Source: an optimization exercise on an open RTL-to-GDS flow (aim: small area). Production flows keep margins and buffers that such runs may drop. In this exercise RTL edits were held to simulation tests only and were not proved equivalent to the original. In every run shown here, the design's own scripts or RTL, not TritonCTS, make the clock network. No driver is modelled on the clock port, so clock power and skew are understated where the tree is cut down; a real chip needs a root buffer or a tree. Power is estimated from default activity; no workload was simulated.

==> flow/design.v <==
module VGA_Sync_Count (
    input  clk_i,
    input  rst_i,
    output reg [3:0] px_o,
    output reg [5:0] cx_o,
    output reg [3:0] py_o,
    output reg [5:0] cy_o
);
    wire cell_end_w = (px_o == 4'd15);
    wire line_end_w = cell_end_w && cx_o[5] && cx_o[4] && cx_o[0];    
    wire row_end_w  = line_end_w && (py_o == 4'd15);
    wire frame_end_w = line_end_w && cy_o[5] && py_o[3] && py_o[2];   
    always @(posedge clk_i) begin
        if (rst_i) begin
            px_o <= 4'd15;
            cx_o <= 6'd49;
            py_o <= 4'd12;
            cy_o <= 6'd32;
        end else begin
            px_o <= px_o + 4'd1;
            if (line_end_w)
                cx_o <= 6'd0;
            else if (cell_end_w)
                cx_o <= cx_o + 6'd1;
            if (frame_end_w) begin
                py_o <= 4'd0;
                cy_o <= 6'd0;
            end else begin
                if (line_end_w)
                    py_o <= py_o + 4'd1;
                if (row_end_w)
                    cy_o <= cy_o + 6'd1;
            end
        end
    end
endmodule
module Debounced_Switch (
    input  clk_i,
    input  rst_i,
    input  sw_i,
    output reg sw_o
);
    localparam [17:0] SEED = 18'h00001;
    localparam [17:0] TERM = 18'h16385;
    localparam [17:0] POL  = 18'h2aaaa;
    reg [17:0] q_r;
    wire [17:0] s_w = q_r ^ POL;
    wire term_w = (s_w == TERM);
    wire go_w = (sw_i ^ sw_o) & ~term_w & ~rst_i;
    wire [17:0] n_w = go_w ? {s_w[16:0], s_w[17] ^ s_w[10]} : SEED;
    always @(posedge clk_i) begin
        q_r <= n_w ^ POL;
        if (rst_i)
            sw_o <= 1'b0;
        else if (term_w)
            sw_o <= sw_i;
    end
endmodule
module UART_RX (
    input  clk_i,
    input  rst_i,
    input  rx_serial_i,
    output rx_dv_o
);
    localparam [11:0] SEED  = 12'h222, SEED_M  = 12'hcdd;
    localparam [11:0] P109  = 12'h611, P109_M  = 12'h5f7;
    localparam [11:0] CLEAN = 12'h9c1, CLEAN_M = 12'hbf6;
    reg [11:0] st_r;
    wire idle_w  = ((st_r & SEED_M) == (SEED & SEED_M));
    wire mid_w   = ((st_r & P109_M) == (P109 & P109_M));
    assign rx_dv_o = ((st_r & CLEAN_M) == (CLEAN & CLEAN_M));
    always @(posedge clk_i) begin
        if (rst_i || rx_dv_o || (rx_serial_i && (idle_w || mid_w)))
            st_r <= SEED;
        else
            st_r <= {st_r[10:0], st_r[11] ^ st_r[0]};
    end
endmodule
module Pong_Paddle_Ctl (
    input  clk_i,
    input  rst_i,
    input  up_i,
    input  dn_i,
    output reg [4:0] y_o
);
    localparam [20:0] SEED = 21'h0996ae;
    localparam [20:0] TERM = 21'h04cb57;
    localparam [20:0] TERM_M = 21'h1ffff9;
    reg [20:0] q_r;
    wire term_w = ((q_r & TERM_M) == (TERM & TERM_M));
    wire en_w = up_i ^ dn_i;
    wire e0 = en_w & ~rst_i, h0 = ~en_w & ~rst_i;
    wire e1 = ~en_w | rst_i, h1 = en_w | rst_i;
    wire [20:0] sh = {q_r[19:0], q_r[20] ^ q_r[1] ^ term_w};
    wire [20:0] n0 = (sh & {21{e0}}) | (q_r & {21{h0}});
    wire [20:0] n1 = (sh | {21{e1}}) & (q_r | {21{h1}});
    wire mv_up = term_w & up_i & (y_o != 5'd0);
    wire mv_dn = term_w & dn_i & (y_o != 5'd23) & ~mv_up;
    wire mv = mv_up | mv_dn;
    wire [4:0] t;
    assign t[0] = mv;
    genvar i;
    generate for (i = 1; i < 5; i = i + 1) begin : g
        assign t[i] = t[i-1] & (y_o[i-1] ^ mv_up);
    end endgenerate
    always @(posedge clk_i) begin
        q_r <= (n0 & ~SEED) | (n1 & SEED);
        if (rst_i)
            y_o <= 5'd12;
        else
            y_o <= y_o ^ t;
    end
endmodule
module Pong_Ball_Ctl (
    input  clk_i,
    input  rst_i,
    input  active_i,
    output reg [5:0] x_o,
    output reg [4:0] y_o
);
    localparam [20:0] SEED = 21'h0996ae;
    localparam [20:0] TERM = 21'h04cb57;
    localparam [20:0] TERM_M = 21'h1ffff9;
    reg [20:0] q_r;
    reg left_r, up_r;
    wire term_w = ((q_r & TERM_M) == (TERM & TERM_M));
    wire e0 = active_i & ~rst_i, h0 = ~active_i & ~rst_i;
    wire e1 = ~active_i | rst_i, h1 = active_i | rst_i;
    wire [20:0] sh = {q_r[19:0], q_r[20] ^ q_r[1] ^ term_w};
    wire [20:0] n0 = (sh & {21{e0}}) | (q_r & {21{h0}});
    wire [20:0] n1 = (sh | {21{e1}}) & (q_r | {21{h1}});
    wire ld_w = ~active_i;
    wire go_left_w = left_r ? (x_o != 6'd0) : (x_o == 6'd39);
    wire go_up_w   = up_r   ? (y_o != 5'd0) : (y_o == 5'd29);
    wire [5:0] tx_w;
    wire [4:0] ty_w;
    assign tx_w[0] = term_w;
    assign ty_w[0] = term_w;
    genvar i;
    generate
        for (i = 1; i < 6; i = i + 1) begin : gx
            assign tx_w[i] = tx_w[i-1] & (x_o[i-1] ^ go_left_w);
        end
        for (i = 1; i < 5; i = i + 1) begin : gy
            assign ty_w[i] = ty_w[i-1] & (y_o[i-1] ^ go_up_w);
        end
    endgenerate
    always @(posedge clk_i) begin
        q_r <= (n0 & ~SEED) | (n1 & SEED);
        if (ld_w) begin
            x_o    <= 6'd20;
            y_o    <= 5'd15;
            left_r <= 1'b1;
            up_r   <= 1'b1;
        end else begin
            x_o <= x_o ^ tx_w;
            y_o <= y_o ^ ty_w;
            if (term_w) begin
                left_r <= go_left_w;
                up_r   <= go_up_w;
            end
        end
    end
endmodule
module Classic_Pong_Top (
    input clk_i,
    input rst_i,
    input UART_RX_i,
    input sw1_i,
    input sw2_i,
    input sw3_i,
    input sw4_i,
    output VGA_Hsync_o,
    output VGA_Vsync_o,
    output VGA_Red_0_o,
    output VGA_Red_1_o,
    output VGA_Red_2_o,
    output VGA_Grn_0_o,
    output VGA_Grn_1_o,
    output VGA_Grn_2_o,
    output VGA_Blu_0_o,
    output VGA_Blu_1_o,
    output VGA_Blu_2_o
);
    localparam [2:0] IDLE = 3'd0, RUNNING = 3'd1, P1_WINS = 3'd2,
                     P2_WINS = 3'd3, CLEANUP = 3'd4;
    wire rx_dv_w;
    UART_RX uart_i (.clk_i(clk_i), .rst_i(rst_i), .rx_serial_i(UART_RX_i),
                    .rx_dv_o(rx_dv_w));
    wire sw1_w, sw2_w, sw3_w, sw4_w;
    Debounced_Switch sw_1 (.clk_i(clk_i), .rst_i(rst_i), .sw_i(sw1_i), .sw_o(sw1_w));
    Debounced_Switch sw_2 (.clk_i(clk_i), .rst_i(rst_i), .sw_i(sw2_i), .sw_o(sw2_w));
    Debounced_Switch sw_3 (.clk_i(clk_i), .rst_i(rst_i), .sw_i(sw3_i), .sw_o(sw3_w));
    Debounced_Switch sw_4 (.clk_i(clk_i), .rst_i(rst_i), .sw_i(sw4_i), .sw_o(sw4_w));
    wire [4:0] p1_y_w, p2_y_w;
    Pong_Paddle_Ctl p1_i (.clk_i(clk_i), .rst_i(rst_i), .up_i(sw1_w), .dn_i(sw2_w), .y_o(p1_y_w));
    Pong_Paddle_Ctl p2_i (.clk_i(clk_i), .rst_i(rst_i), .up_i(sw3_w), .dn_i(sw4_w), .y_o(p2_y_w));
    reg [2:0] state_r;
    reg [3:0] p1_score_r, p2_score_r;
    wire [5:0] ball_x_w;
    wire [4:0] ball_y_w;
    Pong_Ball_Ctl ball_i (.clk_i(clk_i), .rst_i(rst_i), .active_i(state_r == RUNNING),
                          .x_o(ball_x_w), .y_o(ball_y_w));
    function covers(input [5:0] r, input [4:0] y);
        reg [4:0] d;
        begin
            d = r[4:0] - y;
            covers = !r[5] && d[4:3] == 2'b00 && d[2:0] != 3'b111;
        end
    endfunction
    wire ball_edge_w = (ball_x_w == 6'd0) || (ball_x_w == 6'd39);
    wire ball_cov_w  = covers({1'b0, ball_y_w}, ball_x_w[5] ? p2_y_w : p1_y_w);
    always @(posedge clk_i) begin
        if (rst_i) begin
            state_r    <= IDLE;
            p1_score_r <= 4'd0;
            p2_score_r <= 4'd0;
        end else
            case (state_r)
                IDLE:
                    if (rx_dv_w) state_r <= RUNNING;
                RUNNING:
                    if (ball_edge_w && !ball_cov_w)
                        state_r <= ball_x_w[5] ? P1_WINS : P2_WINS;
                P1_WINS:
                    if (p1_score_r == 4'd8)
                        p1_score_r <= 4'd0;
                    else begin
                        p1_score_r <= p1_score_r + 4'd1;
                        state_r    <= CLEANUP;
                    end
                P2_WINS:
                    if (p2_score_r == 4'd8)
                        p2_score_r <= 4'd0;
                    else begin
                        p2_score_r <= p2_score_r + 4'd1;
                        state_r    <= CLEANUP;
                    end
                CLEANUP:
                    state_r <= IDLE;
                default: ;
            endcase
    end
    wire [3:0] px_w, py_w;
    wire [5:0] cell_x_w, cell_y_w;
    VGA_Sync_Count vga_i (.clk_i(clk_i), .rst_i(rst_i), .px_o(px_w), .cx_o(cell_x_w),
                          .py_o(py_w), .cy_o(cell_y_w));
    wire [9:0] col_w = {cell_x_w, px_w};
    wire [9:0] row_w = {cell_y_w, py_w};
    wire draw_w = (cell_x_w == ball_x_w && cell_y_w == {1'b0, ball_y_w})
                | ((cell_x_w == 6'd0 || cell_x_w == 6'd39)
                   && covers(cell_y_w, cell_x_w[5] ? p2_y_w : p1_y_w));
    reg [2:0] video_r;
    always @(posedge clk_i) begin
        if (rst_i)
            video_r[1:0] <= 2'b00;
        else
            video_r[1:0] <= {video_r[0], draw_w};
        video_r[2] <= video_r[1];
    end
    assign VGA_Hsync_o = !(col_w >= 10'd661 && col_w <= 10'd752);
    assign VGA_Vsync_o = !((row_w == 10'd490 && col_w >= 10'd3) || row_w == 10'd491 ||
                           (row_w == 10'd492 && col_w < 10'd3));
    assign {VGA_Red_2_o, VGA_Red_1_o, VGA_Red_0_o} = {3{video_r[2]}};
    assign {VGA_Grn_2_o, VGA_Grn_1_o, VGA_Grn_0_o} = {3{video_r[2]}};
    assign {VGA_Blu_2_o, VGA_Blu_1_o, VGA_Blu_0_o} = {3{video_r[2]}};
endmodule
==> flow/flow/run.sh <==
#!/bin/bash
# Layout flow: the standard synthesis, an area re-mapping of its
# combinational logic (flip-flops untouched), then the standard layout
# steps with a smaller clock tree and smaller port buffers.
set -euo pipefail
W=$PWD
F=$W/flow
R=$W/orfs/results/sky130hd/Classic_Pong_Top/base
LIB=$FLOW_HOME/platforms/sky130hd/lib/sky130_fd_sc_hd__tt_025C_1v80.lib

# 1. the standard synthesis
bash standard.sh synth > $W/log_1_synth.txt 2>&1
cp $R/1_2_yosys.v $W/std_synth.v

# 2. re-map the gates between the flip-flops with ABC (four random seeds in
#    parallel), keep the smallest netlist
for s in 1 2 3 4; do
  sed "s/@SEED@/$s/" $F/area.abc > $W/area_$s.abc
  LIBFILE=$LIB NETIN=$W/std_synth.v NETOUT=$W/reopt_$s.v TOP=$FLOW_TOP ABCSCRIPT=$W/area_$s.abc \
    yosys -c $F/reopt.tcl > $W/log_2_reopt_$s.txt 2>&1 &
done
wait
best=""; bestA=""
for s in 1 2 3 4; do
  a=$(sed -nE "s/.*Chip area for module .*: ([0-9.]+).*/\1/p" $W/reopt_$s.v.stat | head -1)
  echo "seed $s area $a" >> $W/log_2_reopt_pick.txt
  if [[ -n "$a" ]] && { [[ -z "$bestA" ]] || awk "BEGIN{exit !($a < $bestA)}"; }; then best=$s; bestA=$a; fi
done
echo "picked seed $best area $bestA" >> $W/log_2_reopt_pick.txt
cp $W/reopt_$best.v $R/1_2_yosys.v
rm -f $R/1_synth.odb $R/1_synth.sdc

# 3. the standard flow's layout steps up to placement; the ports get buf_1 buffers
PORTS="BUFFER_PORTS_ARGS=-buffer_cell sky130_fd_sc_hd__buf_1"
bash standard.sh "$PORTS" place > $W/log_3_place.txt 2>&1

# 4. clock tree (mycts.tcl): the clock port drives one clkbuf_8, which drives
#    one clkbuf_8 per cluster of at most 18 flip-flops
RESULTS_DIR=$R PLATFORM_DIR=$FLOW_HOME/platforms/sky130hd LIBFILE=$LIB \
  CTS_K=12 CTS_CAP=18 CTS_LEAF=sky130_fd_sc_hd__clkbuf_8 CTS_ROOT=sky130_fd_sc_hd__clkbuf_8 \
  openroad -no_init -exit $F/mycts.tcl > $W/log_4_cts.txt 2>&1
cp $R/4_1_cts.odb $R/4_cts.odb
touch $R/4_cts.sdc

# 5. the rest of the standard flow's layout steps
bash standard.sh "$PORTS" finish > $W/log_5_layout.txt 2>&1
==> flow/flow/area.abc <==
strash
&get -n
&deepsyn -T 180 -S @SEED@
&put
&get -n
&st
&dch -f
&nf -p -R 1000
&put
topo
==> flow/flow/mycts.tcl <==
# Two-level clock tree: the clock port drives one root buffer, which drives
# one leaf buffer per cluster of flip-flops; the clusters come from k-means
# on the flip-flop positions with a cap on their size.
# Env: RESULTS_DIR PLATFORM_DIR LIBFILE TECH_LEF SC_LEF CTS_K CTS_CAP CTS_LEAF CTS_ROOT
read_liberty $::env(LIBFILE)
read_db $::env(RESULTS_DIR)/3_place.odb
read_sdc $::env(RESULTS_DIR)/3_place.sdc
source $::env(PLATFORM_DIR)/setRC.tcl

set db [ord::get_db]
set block [ord::get_db_block]
set clk [$block findNet clk_i]
set sinks {}
foreach it [$clk getITerms] {
  set inst [$it getInst]
  set bb [$inst getBBox]
  lappend sinks [list $it [expr {([$bb xMin]+[$bb xMax])/2.0}] [expr {([$bb yMin]+[$bb yMax])/2.0}]]
}
set n [llength $sinks]
set K $::env(CTS_K)
set cap $::env(CTS_CAP)
puts "mycts: $n sinks, $K clusters, cap $cap"

# k-means with capacity: initial centres spread along a space-filling order
set sorted [lsort -real -index 1 $sinks]
set cx {}; set cy {}
for {set k 0} {$k < $K} {incr k} {
  set s [lindex $sorted [expr {int(($k + 0.5) * $n / $K)}]]
  lappend cx [lindex $s 1]; lappend cy [lindex $s 2]
}
for {set iter 0} {$iter < 30} {incr iter} {
  # assign: each sink to nearest centre with room, sinks in order of their best distance
  set pairs {}
  set i 0
  foreach s $sinks {
    for {set k 0} {$k < $K} {incr k} {
      set d [expr {abs([lindex $s 1]-[lindex $cx $k]) + abs([lindex $s 2]-[lindex $cy $k])}]
      lappend pairs [list $d $i $k]
    }
    incr i
  }
  set pairs [lsort -real -index 0 $pairs]
  set asg [lrepeat $n -1]
  set cnt [lrepeat $K 0]
  foreach p $pairs {
    lassign $p d i k
    if {[lindex $asg $i] >= 0} continue
    if {[lindex $cnt $k] >= $cap} continue
    lset asg $i $k
    lset cnt $k [expr {[lindex $cnt $k] + 1}]
  }
  # update centres
  set sx [lrepeat $K 0.0]; set sy [lrepeat $K 0.0]
  set i 0
  foreach s $sinks {
    set k [lindex $asg $i]
    lset sx $k [expr {[lindex $sx $k] + [lindex $s 1]}]
    lset sy $k [expr {[lindex $sy $k] + [lindex $s 2]}]
    incr i
  }
  for {set k 0} {$k < $K} {incr k} {
    set c [lindex $cnt $k]
    if {$c > 0} {
      lset cx $k [expr {[lindex $sx $k] / $c}]
      lset cy $k [expr {[lindex $sy $k] / $c}]
    }
  }
}
puts "mycts: cluster sizes $cnt"

set leafm [$db findMaster $::env(CTS_LEAF)]
set rootm [$db findMaster $::env(CTS_ROOT)]
set rootnet [odb::dbNet_create $block clknet_root]
$rootnet setSigType CLOCK
set rx 0.0; set ry 0.0
for {set k 0} {$k < $K} {incr k} {
  set b [odb::dbInst_create $block $leafm clkbuf_leaf_$k]
  $b setLocation [expr {int([lindex $cx $k])}] [expr {int([lindex $cy $k])}]
  $b setPlacementStatus PLACED
  set net [odb::dbNet_create $block clknet_leaf_$k]
  $net setSigType CLOCK
  [$b findITerm A] connect $rootnet
  [$b findITerm X] connect $net
  set rx [expr {$rx + [lindex $cx $k]}]; set ry [expr {$ry + [lindex $cy $k]}]
  set leafnet($k) $net
}
set i 0
foreach s $sinks {
  set it [lindex $s 0]
  $it disconnect
  $it connect $leafnet([lindex $asg $i])
  incr i
}
set r [odb::dbInst_create $block $rootm clkbuf_root]
$r setLocation [expr {int($rx / $K)}] [expr {int($ry / $K)}]
$r setPlacementStatus PLACED
[$r findITerm A] connect $clk
[$r findITerm X] connect $rootnet
$clk setSigType CLOCK

detailed_placement
check_placement -verbose
set_propagated_clock [all_clocks]
estimate_parasitics -placement
set mx 0
foreach p [get_pins -hierarchical */CLK] { foreach k {slew_max_rise slew_max_fall} { set s [get_property $p $k]; if {$s > $mx} {set mx $s} } }
puts "mycts: max clock pin slew $mx"
report_clock_skew
repair_timing -hold -verbose
detailed_placement
check_placement -verbose
write_db $::env(RESULTS_DIR)/4_1_cts.odb
write_sdc -no_timestamp $::env(RESULTS_DIR)/4_cts.sdc
==> flow/flow/reopt.tcl <==
# Re-map the combinational logic of the standard synthesis netlist for area.
# Every flip-flop instance is kept as it is (same name, same cell); only the
# gates between them are re-mapped by ABC with an area-oriented script.
yosys -import
set lib $::env(LIBFILE)
read_liberty -ignore_miss_func -overwrite $lib
foreach c {sky130_fd_sc_hd__dfxtp_1 sky130_fd_sc_hd__dfxtp_2 sky130_fd_sc_hd__dfxtp_4} { blackbox $c }
read_verilog $::env(NETIN)
hierarchy -top $::env(TOP)
flatten
opt -purge
abc -liberty $lib -dont_use *probe* -dont_use *lpflow* -script $::env(ABCSCRIPT)
opt_clean -purge
hilomap -singleton -hicell sky130_fd_sc_hd__conb_1 HI -locell sky130_fd_sc_hd__conb_1 LO
insbuf -buf sky130_fd_sc_hd__buf_1 A X
opt_clean -purge
tee -o $::env(NETOUT).stat stat -liberty $lib
write_verilog -noattr -nohex -nodec -noexpr $::env(NETOUT)
==> flow/standard.sh <==
#!/bin/bash
# synth_recipe.tcl (not shown) runs the flow's synth.tcl, then flattens the netlist and writes it again
# the make line also repeats each setting of config.mk as NAME=value (left out here)
make -C /OpenROAD-flow-scripts/flow DESIGN_CONFIG=/design/flow/config.mk WORK_HOME=/design/flow/orfs CLKGATE_MAP_FILE= SYNTH_SCRIPT=/design/flow/synth_recipe.tcl "${@:-finish}"
==> flow/config.mk <==
export PLATFORM = sky130hd
export DESIGN_NAME = Classic_Pong_Top
export DESIGN_NICKNAME = Classic_Pong_Top
export VERILOG_FILES = /design/flow/design.v
export SDC_FILE = /design/flow/constraint.sdc
export NUM_CORES = 4
export LEC_CHECK = 0
export CAP_MARGIN = 20
export CORE_MARGIN = 2
export CORE_UTILIZATION = 70
export PLACE_DENSITY = 0.85
export SLEW_MARGIN = 20
==> flow/constraint.sdc <==
create_clock -name core_clock -period 40.0 [get_ports {clk_i}]
set_input_delay 8.0000 -clock core_clock [delete_from_list [all_inputs] [get_ports {clk_i}]]
set_output_delay 8.0000 -clock core_clock [all_outputs]
set_load 0.01 [all_outputs]
==> impl_metrics.csv, run 1 <==
group,metric,value,unit
die,io_pins,18,
placed_design,port_buffers,17,
layout,fill_cells,724,
layout,instances_no_fill,934,
detailed_routing,routed_wl,13900,um
placed_design,placed_cells,921,
placed_design,place_area,7750,um2
power_and_ir_drop,vdd_drop_max,29.6,uV
cts,worst_skew_pair.late_latency,0.45,ns
die,die_area,11600,um2
power_and_ir_drop,comb_power_share,0.045,
power_and_ir_drop,p_sw_frac,0.224,
power_and_ir_drop,intPower,246,uW
timing,finalSetupTns,0,ns
global_route,first_global_vias,5242,
detailed_routing,avgViaCountPerCell,5.98,
die,initial_core_util,0.727,
critical_path,critPathMaxFanout,6,
detailed_routing,dr.pass1.iters,6,
timing,rsz0062_at_grt,"no",
detailed_routing,num_vias,5587,
timing,slew_headroom,0.292,
power_and_ir_drop,pwr-share-clk,0.275,
detailed_routing,antenna_left,0,
timing,max_freq,0.0932,GHz
global_route,grt_usage,0.238,
status,status,"no timing/DRC/antenna violations",
die,rows,37,
detailed_routing,wl_per_cell,14.8,um
global_route,globalRouteOverflowTotal,0,
critical_path,cp-end-kind,"output port",
yosys,synth_area,7540,um2
timing,slew_violations,0,
die,die_w,108,um
timing,worst_pin_slew,1.05,ns
global_route,antenna_found_initial,0,
layout,final_nets,807,
critical_path,crit_required,32.00,ns
yosys,synth.yosys.warnings,6,
power_and_ir_drop,share_seq_of_total_power,0.681,
hold_path,hold_path_class,"reg2reg",
flow_run,drv_cap,0,
power_and_ir_drop,p_leak,0.00269,uW
yosys,synth_cells,775,
layout,area_delta_synth_final,5.20,%
detailed_routing,drc,0,
global_route,grt_max_degree,64,
layout,num_antenna_cells,0,
placed_design,hpwlAfterDp,9710,um
timing,finClkSkew,0.0161,ns
power_and_ir_drop,power.switching,71.1,uW
hold_path,min_path_cells,0,
layout,postLayoutCellArea,7930,um2
cts,path_clk_slew,0.11,ns
critical_path,critical_path_class,"reg2out",
timing,period_minus_slack,10.73,ns
detailed_routing,first_iter_violations,381,
critical_path,reg2reg_depth,10,
timing,min_period_over_period,0.268,
layout,multi_input_area,3310,um2
global_route,grt_pass1_wl,23700,um
timing,setup_viol,0,
layout,drive_gt1_frac,0.0188,
timing,hold_viol,0,
die,core-area,10400,um2
placed_design,dp_slack,29.76,ns
timing,fin_ws,29.27,ns
critical_path,critPathLaunchType,"flip-flop",
layout,regArea,4160,um2
yosys,syn_avg_cell_area,9.73,um2
placed_design,gp_congestion,0.862,
die,die_y,108,um
yosys,syn_nets,782,
critical_path,worstPathArrival,2.73,ns
power_and_ir_drop,p_per_area,40.0,nW/um2
==> worst max-delay path, stage by stage, from the launching register on <==
cell and delay [ns]:
dfxtp_1 0.39, nor3_1 0.26, nor2_1 0.06, a2111oi_0 0.58, nand3_1 0.18, a2111oi_0 0.47, o21ai_0 0.17, buf_1 0.16
==> sequential cells by signal (all words and copies together), names as in the netlist, 5 cells and up <==
signal and count:
ball_i.q_r 21, p1_i.q_r 21, p2_i.q_r 21, sw_1.q_r 18, sw_2.q_r 18, sw_3.q_r 18, sw_4.q_r 18, uart_i.st_r 12
ball_i.x_o 6, vga_i.cx_o 6, vga_i.cy_o 6, ball_i.y_o 5, p1_i.y_o 5, p2_i.y_o 5
==> per-stage QoR <==
stage | hold slack [ns] | utilization | power (uW)
3_5_place_dp | 0.314 | 0.747 | 235
5_1_grt | 0.354 | 0.765 | 330
3_3_place_gp | 0.310 | 0.747 | 234
2_1_floorplan | 0.310 | - | 230
6_report | 0.335 | 0.765 | 317
==> cells in the final DEF (no fill, tap or decap), types with 14 or more instances in the layout <==
cell type,instances
xor2_1,19
nor2_1,88
xnor2_1,21
nand2_1,81
nor3_1,40
a22o_1,27
a21oi_1,38
buf_1,16
mux2i_1,14
o21ai_0,25
o22a_1,33
dfxtp_1,208
nand2b_1,15
==> final cells by class <==
cell class | count | share of cell area
flip-flops and latches | 208 | 0.525
multi-input cells | 551 | 0.418
plain buffers | 13 | 0.0226
well taps | 136 | 0.0215
repair buffers | 18 | 0.00915
inverters | 8 | 0.00379
==> final timing paths <==
path	to	slack (ns)	from
max	VGA_Vsync_o	29.27	vga_i.cx_o[2]
min reg2reg	video_r[2]	0.33	video_r[1]
max reg2reg	vga_i.cy_o[4]	37.12	vga_i.px_o[0]
min	video_r[2]	0.33	video_r[1]
==> layer usage <==
layer / global-route usage / share of wire / vias up
met5: 0 / 0 / -
met4: 0.0330 / 0.012 / 0
met3: 0.0194 / 0.037 / 16
met2: 0.419 / 0.48 / 99
met1: 0.329 / 0.47 / 2642
li1: - / - / 2830
==> power by group through the flow <==
stage	Sequential (uW)	Combinational, uW	Clock [uW]
6_report	216	14.2	87.1
3_3_place_gp	220	13.5	0
2_1_floorplan	219	10.7	0
3_5_place_dp	221	14.0	0
5_1_grt	217	15.9	97.1
==> run 2, diff against run 1 <==
--- a/flow/flow/run.sh
+++ b/flow/flow/run.sh
@@ -13,14 +13,16 @@
 cp $R/1_2_yosys.v $W/std_synth.v
 
-# 2. re-map the gates between the flip-flops with ABC (four random seeds in
-#    parallel), keep the smallest netlist
-for s in 1 2 3 4; do
-  sed "s/@SEED@/$s/" $F/area.abc > $W/area_$s.abc
-  LIBFILE=$LIB NETIN=$W/std_synth.v NETOUT=$W/reopt_$s.v TOP=$FLOW_TOP ABCSCRIPT=$W/area_$s.abc \
-    yosys -c $F/reopt.tcl > $W/log_2_reopt_$s.txt 2>&1 &
+# 2. re-map the gates between the flip-flops with ABC (eight random seeds,
+#    four at a time), keep the smallest netlist
+for batch in "1 2 3 4" "5 6 7 8"; do
+  for s in $batch; do
+    sed "s/@SEED@/$s/" $F/area.abc > $W/area_$s.abc
+    LIBFILE=$LIB NETIN=$W/std_synth.v NETOUT=$W/reopt_$s.v TOP=$FLOW_TOP ABCSCRIPT=$W/area_$s.abc \
+      yosys -c $F/reopt.tcl > $W/log_2_reopt_$s.txt 2>&1 &
+  done
+  wait
 done
-wait
 best=""; bestA=""
-for s in 1 2 3 4; do
+for s in 1 2 3 4 5 6 7 8; do
   a=$(sed -nE "s/.*Chip area for module .*: ([0-9.]+).*/\1/p" $W/reopt_$s.v.stat | head -1)
   echo "seed $s area $a" >> $W/log_2_reopt_pick.txt
@@ -35,8 +37,8 @@
 bash standard.sh "$PORTS" place > $W/log_3_place.txt 2>&1
 
-# 4. clock tree (mycts.tcl): the clock port drives one clkbuf_8, which drives
+# 4. clock tree (mycts.tcl): the clock port drives one clkbuf_4, which drives
 #    one clkbuf_8 per cluster of at most 18 flip-flops
 RESULTS_DIR=$R PLATFORM_DIR=$FLOW_HOME/platforms/sky130hd LIBFILE=$LIB \
-  CTS_K=12 CTS_CAP=18 CTS_LEAF=sky130_fd_sc_hd__clkbuf_8 CTS_ROOT=sky130_fd_sc_hd__clkbuf_8 \
+  CTS_K=12 CTS_CAP=18 CTS_LEAF=sky130_fd_sc_hd__clkbuf_8 CTS_ROOT=sky130_fd_sc_hd__clkbuf_4 \
   openroad -no_init -exit $F/mycts.tcl > $W/log_4_cts.txt 2>&1
 cp $R/4_1_cts.odb $R/4_cts.odb
==> run 2 against run 1 <==
  * Die area is 0.16% lower
  * Clock skew is 0.0028 ns higher
  * Via count increased by 1.5%
  * Worst hold slack better by 0.011 ns
  * Maximum frequency down 0.24%
  * Largest cell class unchanged
  * Highest routed layer unchanged
==> impl_metrics.csv, run 2 <==
group,metric,value,unit
yosys,syn_avg_cell_area,9.72,um2
die,core-area,10400,um2
yosys,synth_cells,774,
layout,top_regs,"ball_i.q_r (21), p1_i.q_r (21), p2_i.q_r (21)",
power_and_ir_drop,vdd_drop_max,34.5,uV
placed_design,placed_cells,922,
timing,hold_viol,0,
layout,layout_commonest_cell,"dfxtp_1",
detailed_routing,drc,0,
critical_path,critPathBufInv,1,
timing,slew_headroom,0.274,
critical_path,slowest_stage,"dfxtp_1",
global_route,grt_max_degree,62,
hold_path,hold_path_class,"reg2reg",
power_and_ir_drop,intPower,244,uW
timing,slew_violations,0,
yosys,synth.yosys.warnings,6,
cts,path_clk_slew,0.10,ns
global_route,first_global_vias,5344,
detailed_routing,first_iter_violations,392,
die,die_w,108,um
layout,final_nets,808,
detailed_routing,antenna_left,0,
critical_path,cp_slowest_stage_delay,0.66,ns
critical_path,crit_required,32.00,ns
die,rows,37,
timing,fin_ws,29.24,ns
detailed_routing,dr.pass1.iters,5,
critical_path,critPathMaxFanout,13,
critical_path,critPathLaunchType,"flip-flop",
critical_path,critical_path.most_common_cell,"a2111oi_0",
layout,area_delta_synth_final,5.39,%
global_route,grt_usage,0.240,
die,io_pins,18,
die,initial_core_util,0.726,
detailed_routing,routed_wl,13900,um
power_and_ir_drop,pwr-share-clk,0.271,
placed_design,dp_slack,29.89,ns
timing,setup_viol,0,
timing,finClkSkew,0.0189,ns
power_and_ir_drop,p_per_area,39.5,nW/um2
critical_path,worstPathCellList,"nor2_1 -> a2111oi_0 -> nand3_1 -> a2111oi_0 -> o21ai_0 -> buf_1",
layout,drive_gt1_frac,0.0225,
timing,worst_pin_slew,1.08,ns
critical_path,worstPathArrival,2.76,ns
layout,instances_no_fill,935,
power_and_ir_drop,p_leak,0.00270,uW
timing,period_minus_slack,10.76,ns
cts,worst_skew_pair.late_latency,0.56,ns
critical_path,cp-end-kind,"output port",
timing,rsz0062_at_grt,"no",
power_and_ir_drop,power.switching,69.7,uW
placed_design,port_buffers,17,
status,status,"no timing/DRC/antenna violations",
yosys,synth_area,7520,um2
yosys,syn_nets,781,
critical_path,critical_path_class,"reg2out",
critical_path,cpLargestDelayFamily,"compound AO/OA/AOI/OAI gates",
global_route,antenna_found_initial,0,
placed_design,gp_congestion,0.840,
detailed_routing,num_vias,5673,
layout,num_antenna_cells,0,
power_and_ir_drop,p_total,314,uW
detailed_routing,avgViaCountPerCell,6.07,
power_and_ir_drop,comb_power_share,0.042,
die,die_area,11600,um2
flow_run,drv_cap,0,
timing,finalSetupTns,0,ns
die,die_y,108,um
placed_design,hpwlAfterDp,9730,um
detailed_routing,wl_per_cell,14.9,um
global_route,grt_pass1_wl,23800,um
global_route,globalRouteOverflowTotal,0,
timing,min_period_over_period,0.269,
layout,final_cell_mix,"dfxtp_1, nor2_1, nand2_1",
power_and_ir_drop,share_seq_of_total_power,0.687,
timing,max_freq,0.0930,GHz
power_and_ir_drop,p_sw_frac,0.222,
run 2: cell type report:
class                      instances  area, um2
inverter                          14       52.6
tap                              136        170
multi-input combinational        544       3280
sequential                       208       4160
fill                             722       2440
timing repair buffer              20       87.6
buffer                            13        173
run 2: metrics by stage:
stage | cell area, um2 | hold slack [ns] | util
detailed placement | 7750 | 0.320 | 0.748
global placement | 7750 | 0.313 | 0.748
floorplan | 7520 | 0.310 | -
global route | 7930 | 0.355 | 0.765
finish | 7930 | 0.346 | 0.765
run 2: worst paths after layout:
path,startpoint,to,slack [ns],cells after the start
max reg2reg,vga_i.px_o[2],vga_i.cy_o[4],36.93,11
max,vga_i.cx_o[5],VGA_Vsync_o,29.24,6
min reg2reg,video_r[1],video_r[2],0.35,0
min,video_r[1],video_r[2],0.35,0
run 2: layer usage:
layer  vias up  share of wire  track usage
met4         0          0.020       0.0504
met1      2681           0.47        0.328
met2       122           0.47        0.418
met3        28          0.035       0.0212
li1       2842              -            -
met5         -              0            0
run 2: power groups by stage:
stage / Clock (uW) / Sequential [uW] / Combinational, uW
floorplan: 0 / 219 / 9.81
global placement: 0 / 220 / 12.6
detailed placement: 0 / 220 / 13.1
global route: 94.1 / 216 / 14.9
finish: 85.0 / 215 / 13.2
==> run 3, diff against run 2 <==
--- a/flow/flow/run.sh
+++ b/flow/flow/run.sh
@@ -13,7 +13,7 @@
 cp $R/1_2_yosys.v $W/std_synth.v
 
-# 2. re-map the gates between the flip-flops with ABC (eight random seeds,
+# 2. re-map the gates between the flip-flops with ABC (sixteen random seeds,
 #    four at a time), keep the smallest netlist
-for batch in "1 2 3 4" "5 6 7 8"; do
+for batch in "1 2 3 4" "5 6 7 8" "9 10 11 12" "13 14 15 16"; do
   for s in $batch; do
     sed "s/@SEED@/$s/" $F/area.abc > $W/area_$s.abc
@@ -24,5 +24,5 @@
 done
 best=""; bestA=""
-for s in 1 2 3 4 5 6 7 8; do
+for s in $(seq 1 16); do
   a=$(sed -nE "s/.*Chip area for module .*: ([0-9.]+).*/\1/p" $W/reopt_$s.v.stat | head -1)
   echo "seed $s area $a" >> $W/log_2_reopt_pick.txt
==> run 3 against run 2 <==
  * Still clean
  * Via count unchanged
  * Core utilization unchanged
  * Maximum frequency unchanged
  * Wire length unchanged
  * Sequential power about the same
  * Critical path depth unchanged
  * Critical endpoint unchanged
  * Largest cell class unchanged
==> impl_metrics.csv, run 3 <==
group,metric,value,unit
status,status,"no timing/DRC/antenna violations",
cts,worst_skew_pair.late_latency,0.56,ns
global_route,grt_pass1_wl,23800,um
timing,finClkSkew,0.0189,ns
timing,period_minus_slack,10.76,ns
detailed_routing,dr_wl_met3,491,um
detailed_routing,routed_wl,13900,um
layout,fill_cells,722,
detailed_routing,num_vias,5673,
global_route,grt_max_degree,62,
layout,instances_no_fill,935,
placed_design,hpwlAfterDp,9730,um
critical_path,worstPathArrival,2.76,ns
detailed_routing,first_iter_violations,392,
timing,worst_pin_slew,1.08,ns
layout,final_nets,808,
power_and_ir_drop,p_per_area,39.5,nW/um2
critical_path,cp_slowest_stage_delay,0.66,ns
die,io_pins,18,
detailed_routing,drc,0,
critical_path,slowest_stage,"dfxtp_1",
layout,regArea,4160,um2
detailed_routing,topRoutingLayerUsed,"met4",
placed_design,gp_congestion,0.840,
yosys,synth.yosys.warnings,6,
detailed_routing,antenna_left,0,
layout,fin_util,0.765,
yosys,syn_avg_cell_area,9.72,um2
die,core-area,10400,um2
power_and_ir_drop,p_leak,0.00270,uW
layout,top_regs,"ball_i.q_r (21), p1_i.q_r (21), p2_i.q_r (21)",
layout,area_delta_synth_final,5.39,%
cts,path_clk_slew,0.10,ns
power_and_ir_drop,vdd_drop_max,34.5,uV
timing,min_period_over_period,0.269,
global_route,grt_usage,0.240,
yosys,synth_cells,774,
power_and_ir_drop,p_total,314,uW
timing,slew_headroom,0.274,
critical_path,critPathLaunchType,"flip-flop",
timing,finalSetupTns,0,ns
die,initial_core_util,0.726,
placed_design,port_buffers,17,
detailed_routing,avgViaCountPerCell,6.07,
timing,setup_viol,0,
timing,hold_viol,0,
die,die_area,11600,um2
detailed_routing,wl_met1,6560,um
layout,layout_commonest_cell,"dfxtp_1",
detailed_routing,dr.pass1.iters,5,
timing,slew_violations,0,
layout,num_antenna_cells,0,
critical_path,critical_path_class,"reg2out",
placed_design,dp_slack,29.89,ns
flow_run,drv_cap,0,
hold_path,hold_path_class,"reg2reg",
critical_path,worstPathCellList,"nor2_1 -> a2111oi_0 -> nand3_1 -> a2111oi_0 -> o21ai_0 -> buf_1",
critical_path,cp-end-kind,"output port",
timing,max_freq,0.0930,GHz
critical_path,critical_path.most_common_cell,"a2111oi_0",
detailed_routing,wl_met2,6570,um
layout,drive_gt1_frac,0.0225,
yosys,synth_area,7520,um2
layout,final_cell_mix,"dfxtp_1, nor2_1, nand2_1",
die,die_w,108,um
die,rows,37,
die,die_y,108,um
timing,rsz0062_at_grt,"no",
critical_path,critPathMaxFanout,13,
layout,multi_input_area,3280,um2
global_route,first_global_vias,5344,
global_route,antenna_found_initial,0,
timing,fin_ws,29.24,ns
yosys,syn_nets,781,
detailed_routing,wl_per_cell,14.9,um
critical_path,crit_required,32.00,ns
placed_design,placed_cells,922,
global_route,globalRouteOverflowTotal,0,
## run 3: power by group
part,internal (uW),switching [uW]
Combinational,5.26,7.97
Sequential,211,4.51
Clock,27.7,57.3
## run 3: layout make-up
type	count	area share
Multi-Input combinational cell	544	0.414
Inverter	14	0.00663
Buffer	13	0.0218
Timing Repair Buffer	20	0.0110
Sequential cell	208	0.525
Tap cell	136	0.0215
## run 3: critical path, delay by kind of cell (launching register included)
family	cells	cell delay, ns
DFF	1	0.66
and+or+nand+nor	2	0.28
buffers and inverters	1	0.16
AOI/OAI and AO/OA	3	1.10
## run 3: routing by layer
| metal | vias up | track usage |
|---|---|---|
| met3 | 28 | 0.0212 |
| li1 | 2842 | - |
| met5 | - | 0 |
| met2 | 122 | 0.418 |
| met4 | 0 | 0.0504 |
| met1 | 2681 | 0.328 |
## run 3: through the flow
stage	area [um2]	hold WS, ns
after detailed placement	7750	0.320
after global routing	7930	0.355
after global placement	7750	0.313
final	7930	0.346
after floorplan	7520	0.310
## run 3: final timing paths
check / startpoint / end / slack, ns / cells after the start
worst min-delay path: video_r[1] / video_r[2] / 0.35 / 0
worst min register to register: video_r[1] / video_r[2] / 0.35 / 0
worst max register to register: vga_i.px_o[2] / vga_i.cy_o[4] / 36.93 / 11
worst max-delay path: vga_i.cx_o[5] / VGA_Vsync_o / 29.24 / 6

## what the ideal ports hide
The flow's constraints put no driver on any port. The routed layouts listed below were extracted and timed again, unchanged, in two steps. Step 1 (the two cells are an assumption about what drives the block):
set clk [get_ports {clk_i}]
set_driving_cell -lib_cell sky130_fd_sc_hd__clkbuf_16 $clk
set_driving_cell -lib_cell sky130_fd_sc_hd__buf_2 [delete_from_list [all_inputs] $clk]
Step 2 times the ports against the registers' clock, not the clock port: input delays grow and output delays shrink by t, the midpoint of the rising clock arrivals with the driver on. Three values: ideal, step 1, step 2; two values: the first two.
run	t (ns)	setup WS [ns]	latest minus earliest clock arrival (ns)	worst data-port slew with drivers (ns)
run 1	0.477	29.270 / 29.237 / 29.714	0.018 / 0.017	0.04
run 2	0.587	29.244 / 29.213 / 29.800	0.023 / 0.023	0.03
run 3	0.587	29.244 / 29.213 / 29.800	0.023 / 0.023	0.03
After both steps setup and hold are still met in every run listed.
